From an optimization exercise on the open Yosys and OpenROAD flow, aimed at small area; shortcuts taken in it are not production practice.
The RTL was checked by simulation tests, not by an equivalence proof against the original design.
Power is estimated from default activity; no workload was simulated. No driver is modelled on the clock port, so clocking that relies on it looks cheaper here than on a real chip.

==> flow/design.v (excerpt) <==
module opll_top (
    input   wire                i_CLK,
    input   wire                i_IC_n,
    input   wire                i_ALTPATCH_EN,
    input   wire                i_CS_n,
    input   wire                i_WR_n,
    input   wire                i_A0,
    input   wire        [7:0]   i_D,
    output  wire        [1:0]   o_D,
    output  wire                o_D_OE,
    output  wire                o_DAC_EN_MO,
    output  wire                o_DAC_EN_RO,
    output  wire                o_IMP_NOFLUC_SIGN,
    output  wire        [7:0]   o_IMP_NOFLUC_MAG,
    output  wire signed [9:0]   o_IMP_FLUC_SIGNED_MO,
    output  wire signed [9:0]   o_IMP_FLUC_SIGNED_RO,
    input   wire signed [4:0]   i_ACC_SIGNED_MOVOL,
    input   wire signed [4:0]   i_ACC_SIGNED_ROVOL,
    output  wire                o_ACC_SIGNED_STRB,
    output  wire signed [15:0]  o_ACC_SIGNED
);
IKAOPLL #(
    .FULLY_SYNCHRONOUS          (1),
    .FAST_RESET                 (1),
    .ALTPATCH_CONFIG_MODE       (0),
    .USE_PIPELINED_MULTIPLIER   (1)
) u_IKAOPLL (
    .i_XIN_EMUCLK               (i_CLK),
    .i_phiM_PCEN_n              (1'b0),
    .i_IC_n                     (i_IC_n),
    .i_ALTPATCH_EN              (i_ALTPATCH_EN),
    .i_CS_n                     (i_CS_n),
    .i_WR_n                     (i_WR_n),
    .i_A0                       (i_A0),
    .i_D                        (i_D),
    .o_D                        (o_D),
    .o_D_OE                     (o_D_OE),
    .o_DAC_EN_MO                (o_DAC_EN_MO),
    .o_DAC_EN_RO                (o_DAC_EN_RO),
    .o_IMP_NOFLUC_SIGN          (o_IMP_NOFLUC_SIGN),
    .o_IMP_NOFLUC_MAG           (o_IMP_NOFLUC_MAG),
    .o_IMP_FLUC_SIGNED_MO       (o_IMP_FLUC_SIGNED_MO),
    .o_IMP_FLUC_SIGNED_RO       (o_IMP_FLUC_SIGNED_RO),
    .i_ACC_SIGNED_MOVOL         (i_ACC_SIGNED_MOVOL),
    .i_ACC_SIGNED_ROVOL         (i_ACC_SIGNED_ROVOL),
    .o_ACC_SIGNED_STRB          (o_ACC_SIGNED_STRB),
    .o_ACC_SIGNED               (o_ACC_SIGNED)
);
endmodule
Size: roughly 5400 cells after synthesis, ~75 I/O pins, roughly 55000 um2 of cells after synthesis.
Settings: LEC_CHECK=0, ABC_AREA=1, CAP_MARGIN=20, CORE_MARGIN=2, CORE_UTILIZATION=60, CTS_CLUSTER_DIAMETER=100, CTS_CLUSTER_SIZE=28, PLACE_DENSITY=0.72, SLEW_MARGIN=20; clock period 9.0 ns.
standard.sh (not shown) runs the stock make flow with config.mk's settings and CLKGATE_MAP_FILE= SYNTH_SCRIPT=/design/flow/synth_recipe.tcl, a recipe that flattens the netlist after the stock synthesis.
==> flow/flow/run.sh <==
#!/bin/bash
set -e
export BUFFER_PORTS_ARGS="-buffer_cell sky130_fd_sc_hd__buf_1"
export CTS_ARGS="-sink_clustering_enable -repair_clock_nets -sink_clustering_size 28 -sink_clustering_max_diameter 100 -dont_use_dummy_load"
bash standard.sh > standard.log 2>&1
The starting point completed without violations.
Change:
==> flow/flow/run.sh (replaced) <==
#!/bin/bash
set -e
export BUFFER_PORTS_ARGS="-buffer_cell sky130_fd_sc_hd__buf_1"
export CTS_ARGS="-sink_clustering_enable -repair_clock_nets -sink_clustering_size 32 -sink_clustering_max_diameter 100 -dont_use_dummy_load"
bash standard.sh > standard.log 2>&1
--- a/flow/config.mk
+++ b/flow/config.mk
@@ -12,3 +12,3 @@
 export CTS_CLUSTER_DIAMETER = 100
-export CTS_CLUSTER_SIZE = 28
+export CTS_CLUSTER_SIZE = 32
 export PLACE_DENSITY = 0.72
Result: The changed run finished with timing, DRC and antenna clean. Global-route usage falls by 0.30 points. Wire length goes down slightly. Final cell count stays flat. Flip-flop and latch count is unchanged. Clock skew rose by 0.016 ns. Worst hold slack degrades by 0.018 ns. Fmax drops slightly. Setup slack loses 0.049 ns. Die area does not change. Register-to-register slack loses 0.05 ns.

* * *

## oak
Another version of the RTL of opll_top (not shown whole).
Size in the first run: ~5,400 cells after synthesis, ~75 I/O pins, roughly 55,000 um2 of cells after synthesis.
export LEC_CHECK = 0
export ABC_AREA = 1
export CAP_MARGIN = 20
export CORE_MARGIN = 2
export CORE_UTILIZATION = 50
export CTS_CLUSTER_DIAMETER = 100
export CTS_CLUSTER_SIZE = 24
export SLEW_MARGIN = 20
create_clock -name core_clock -period 9.0 [get_ports {i_CLK}]
==> flow/flow/run.sh <==
#!/bin/bash
set -e
export BUFFER_PORTS_ARGS="-buffer_cell sky130_fd_sc_hd__buf_1"
export CTS_ARGS="-sink_clustering_enable -repair_clock_nets -sink_clustering_size 24 -sink_clustering_max_diameter 100 -dont_use_dummy_load"
bash standard.sh > standard.log 2>&1
The final layout from oak, which completed every stage, passed the timing, DRC and antenna checks at the end of the flow.
Input changes introduced in pine (baseline for comparison: oak):
Settings: an added PLACE_DENSITY of 0.72; a change of CTS_CLUSTER_SIZE from 24 to 32; a change of CORE_UTILIZATION from 50 to 60.
==> flow/flow/run.sh <==
#!/bin/bash
set -e
export BUFFER_PORTS_ARGS="-buffer_cell sky130_fd_sc_hd__buf_1"
export CTS_ARGS="-sink_clustering_enable -repair_clock_nets -sink_clustering_size 32 -sink_clustering_max_diameter 100 -dont_use_dummy_load"
bash standard.sh > standard.log 2>&1
pine | status: complete | timing, DRC, antenna: pass
Taking oak as the reference, in pine share of the final layout cell area in multi-input gates increased by 0.51 points relative to the old numbers; cell area reported after detailed placement decreased by 440 um2 relative to the old numbers; routed wire length increased by 0.55% relative to the old numbers; number of H-tree branching levels decreased by 1 relative to the old numbers.
Compared with oak, pine shows met2 wire length that has gone up by a few percent.
--- input diff pine..birch ---
Settings: CORE_UTILIZATION now 50, was 60; CTS_CLUSTER_SIZE now 24, was 32; PLACE_DENSITY no longer set, was 0.72.
==> flow/run.sh (new file) <==
#!/bin/bash
# synth_recipe.tcl (not shown) runs the flow's synth.tcl, then flattens the netlist and writes it again
# the make line also repeats each setting of config.mk as NAME=value (left out here)
make -C /OpenROAD-flow-scripts/flow DESIGN_CONFIG=/design/flow/config.mk WORK_HOME=/design/flow/orfs CLKGATE_MAP_FILE= SYNTH_SCRIPT=/design/flow/synth_recipe.tcl finish
removed: flow/flow/run.sh
removed: flow/standard.sh
Notes after the runs:
- Post-route clock period utilization ended up 1.0 points higher on birch than on pine.
- birch ends up with a routing usage on met3 that is 0.31 points lower than in pine.
- In the floorplan summary, birch is listed with a die area greater than that of pine.
- Looking at birch and pine, the worst-case clock buffer depth is a wash.
- Of the two candidates, pine has the better fmax and birch the worse one.
- Total power in birch vs pine: up 4.1%
- Taking pine as the reference point, the share of total power in combinational logic of birch falls by 1.1 points.
- Endpoint arrival time on the critical path: birch higher than pine
- birch gives more data required time at the worst endpoint than pine did.
- From pine to birch, portion of netlist area occupied by mux cells did not move at all.
Changes in maple relative to birch:
Settings: CTS_CLUSTER_SIZE: 24 -> 28; CTS_CLUSTER_DIAMETER: 100 -> 90.
==> flow/flow/run.sh (new file) <==
#!/bin/bash
set -e
export BUFFER_PORTS_ARGS="-buffer_cell sky130_fd_sc_hd__buf_1"
export CTS_ARGS="-sink_clustering_enable -repair_clock_nets -sink_clustering_size 28 -sink_clustering_max_diameter 90 -dont_use_dummy_load"
bash standard.sh > standard.log 2>&1
==> flow/standard.sh (new file) <==
#!/bin/bash
# synth_recipe.tcl (not shown) runs the flow's synth.tcl, then flattens the netlist and writes it again
# the make line also repeats each setting of config.mk as NAME=value (left out here)
make -C /OpenROAD-flow-scripts/flow DESIGN_CONFIG=/design/flow/config.mk WORK_HOME=/design/flow/orfs CLKGATE_MAP_FILE= SYNTH_SCRIPT=/design/flow/synth_recipe.tcl "${@:-finish}"
removed: flow/run.sh
Findings:
- Delta (maple minus birch): aggregate global-route resource usage went down by 0.60 points, wire length of the first global-routing pass went down by about 2.2%, number of sequential cells in the layout was more or less identical.
- maple against birch: clock skew has increased, total of max-cap violations stayed essentially flat, final critical-path required period fell by 0.084 ns, clock share of power went down 1.6 points.

* * *

Setup of the baseline:
opll_top, a different RTL version from the one above (not shown whole).
Size in the first run: roughly 1,500 flip-flops, roughly 75 I/O pins.
Design opll_top, start of the top module:
module opll_top (
    input   wire                i_CLK,
    input   wire                i_IC_n,
    input   wire                i_ALTPATCH_EN,
    input   wire                i_CS_n,
    input   wire                i_WR_n,
    input   wire                i_A0,
    input   wire        [7:0]   i_D,
    output  wire        [1:0]   o_D,
    output  wire                o_D_OE,
    output  wire                o_DAC_EN_MO,
    output  wire                o_DAC_EN_RO,
    output  wire                o_IMP_NOFLUC_SIGN,
    output  wire        [7:0]   o_IMP_NOFLUC_MAG,
    output  wire signed [9:0]   o_IMP_FLUC_SIGNED_MO,
    output  wire signed [9:0]   o_IMP_FLUC_SIGNED_RO,
    input   wire signed [4:0]   i_ACC_SIGNED_MOVOL,
    input   wire signed [4:0]   i_ACC_SIGNED_ROVOL,
    output  wire                o_ACC_SIGNED_STRB,
    output  wire signed [15:0]  o_ACC_SIGNED
);
==> flow/config.mk <==
export PLATFORM = sky130hd
export DESIGN_NAME = opll_top
export DESIGN_NICKNAME = opll_top
export VERILOG_FILES = /design/flow/design.v
export SDC_FILE = /design/flow/constraint.sdc
export NUM_CORES = 4
export LEC_CHECK = 0
export ABC_AREA = 1
export CAP_MARGIN = 20
export CORE_MARGIN = 2
export CORE_UTILIZATION = 60
export CTS_CLUSTER_DIAMETER = 100
export CTS_CLUSTER_SIZE = 32
export PLACE_DENSITY = 0.72
export SLEW_MARGIN = 20
==> flow/constraint.sdc <==
create_clock -name core_clock -period 9.0 [get_ports {i_CLK}]
set_input_delay 1.8000 -clock core_clock [delete_from_list [all_inputs] [get_ports {i_CLK}]]
set_output_delay 1.8000 -clock core_clock [all_outputs]
set_load 0.01 [all_outputs]
==> flow/flow/run.sh <==
#!/bin/bash
set -e
export BUFFER_PORTS_ARGS="-buffer_cell sky130_fd_sc_hd__buf_1"
export CTS_ARGS="-sink_clustering_enable -repair_clock_nets -sink_clustering_size 32 -sink_clustering_max_diameter 100 -dont_use_dummy_load"
bash standard.sh > standard.log 2>&1
For the candidate, these inputs were changed with respect to the baseline:
- putting GPL_TIMING_DRIVEN at 0 where nothing was set
Notes after the runs:
Re final estimated routing congestion in global placement: the candidate is 2.4% up on the baseline.
The core of the candidate is more densely filled than that of the baseline.
| clock power | the baseline vs the candidate | ≈ equal |
Every run (the candidate and the baseline) finished clean.
Changes observed in the candidate relative to the baseline: final critical-path share of the clock period increased by 7.4 points relative to the old numbers; power spent charging and discharging nets saw an increase.
Summary of the candidate over the baseline: width of the chip stayed essentially flat, via count of the first global-routing pass rose by 1,052.

## separate check: timing with driven ports
No port has a modelled driver above. Below, the same layouts with a new extraction and two added sets of constraints. Step 1 (the two cells are an assumption about what drives the block):
set clk [get_ports {i_CLK}]
set_driving_cell -lib_cell sky130_fd_sc_hd__clkbuf_16 $clk
set_driving_cell -lib_cell sky130_fd_sc_hd__buf_2 [delete_from_list [all_inputs] $clk]
Step 2 moves the port delays by t, midway between the first and last clock arrival at a register: inputs arrive t later, outputs are due t later. That takes back most of the time a late clock gives input paths. Slacks: ideal / step 1 / step 2; pairs: ideal / step 1.
| run | t (ns) | setup slack, ns | worst setup path at the end | latest minus earliest clock arrival (ns) | cell pins on the clock port's net |
|---|---|---|---|---|---|
| the first run of note 1 | 0.691 | 2.040 / 2.040 / 2.040 | register to register | 0.096 / 0.097 | 1 |
| the second run of note 1 | 0.741 | 1.990 / 1.990 / 1.990 | register to register | 0.128 / 0.127 | 1 |
| oak | 0.721 | 2.238 / 2.238 / 2.057 | input to register | 0.121 / 0.121 | 1 |
| pine | 0.727 | 2.211 / 2.211 / 2.083 | input to register | 0.108 / 0.108 | 1 |
| birch | 0.761 | 2.121 / 2.121 / 1.777 | input to register | 0.054 / 0.054 | 1 |
| maple | 0.715 | 2.205 / 2.205 / 2.026 | input to register | 0.105 / 0.106 | 1 |
| the baseline | 0.724 | 1.555 / 1.555 / 1.555 | register to register | 0.090 / 0.091 | 1 |
| the candidate | 0.713 | 0.892 / 0.892 / 0.892 | register to register | 0.111 / 0.111 | 1 |
After both steps setup and hold are still met in every run listed. The setup slack of birch, which loses most, moves by 0.000 ns with the drivers and by -0.344 ns with both steps.
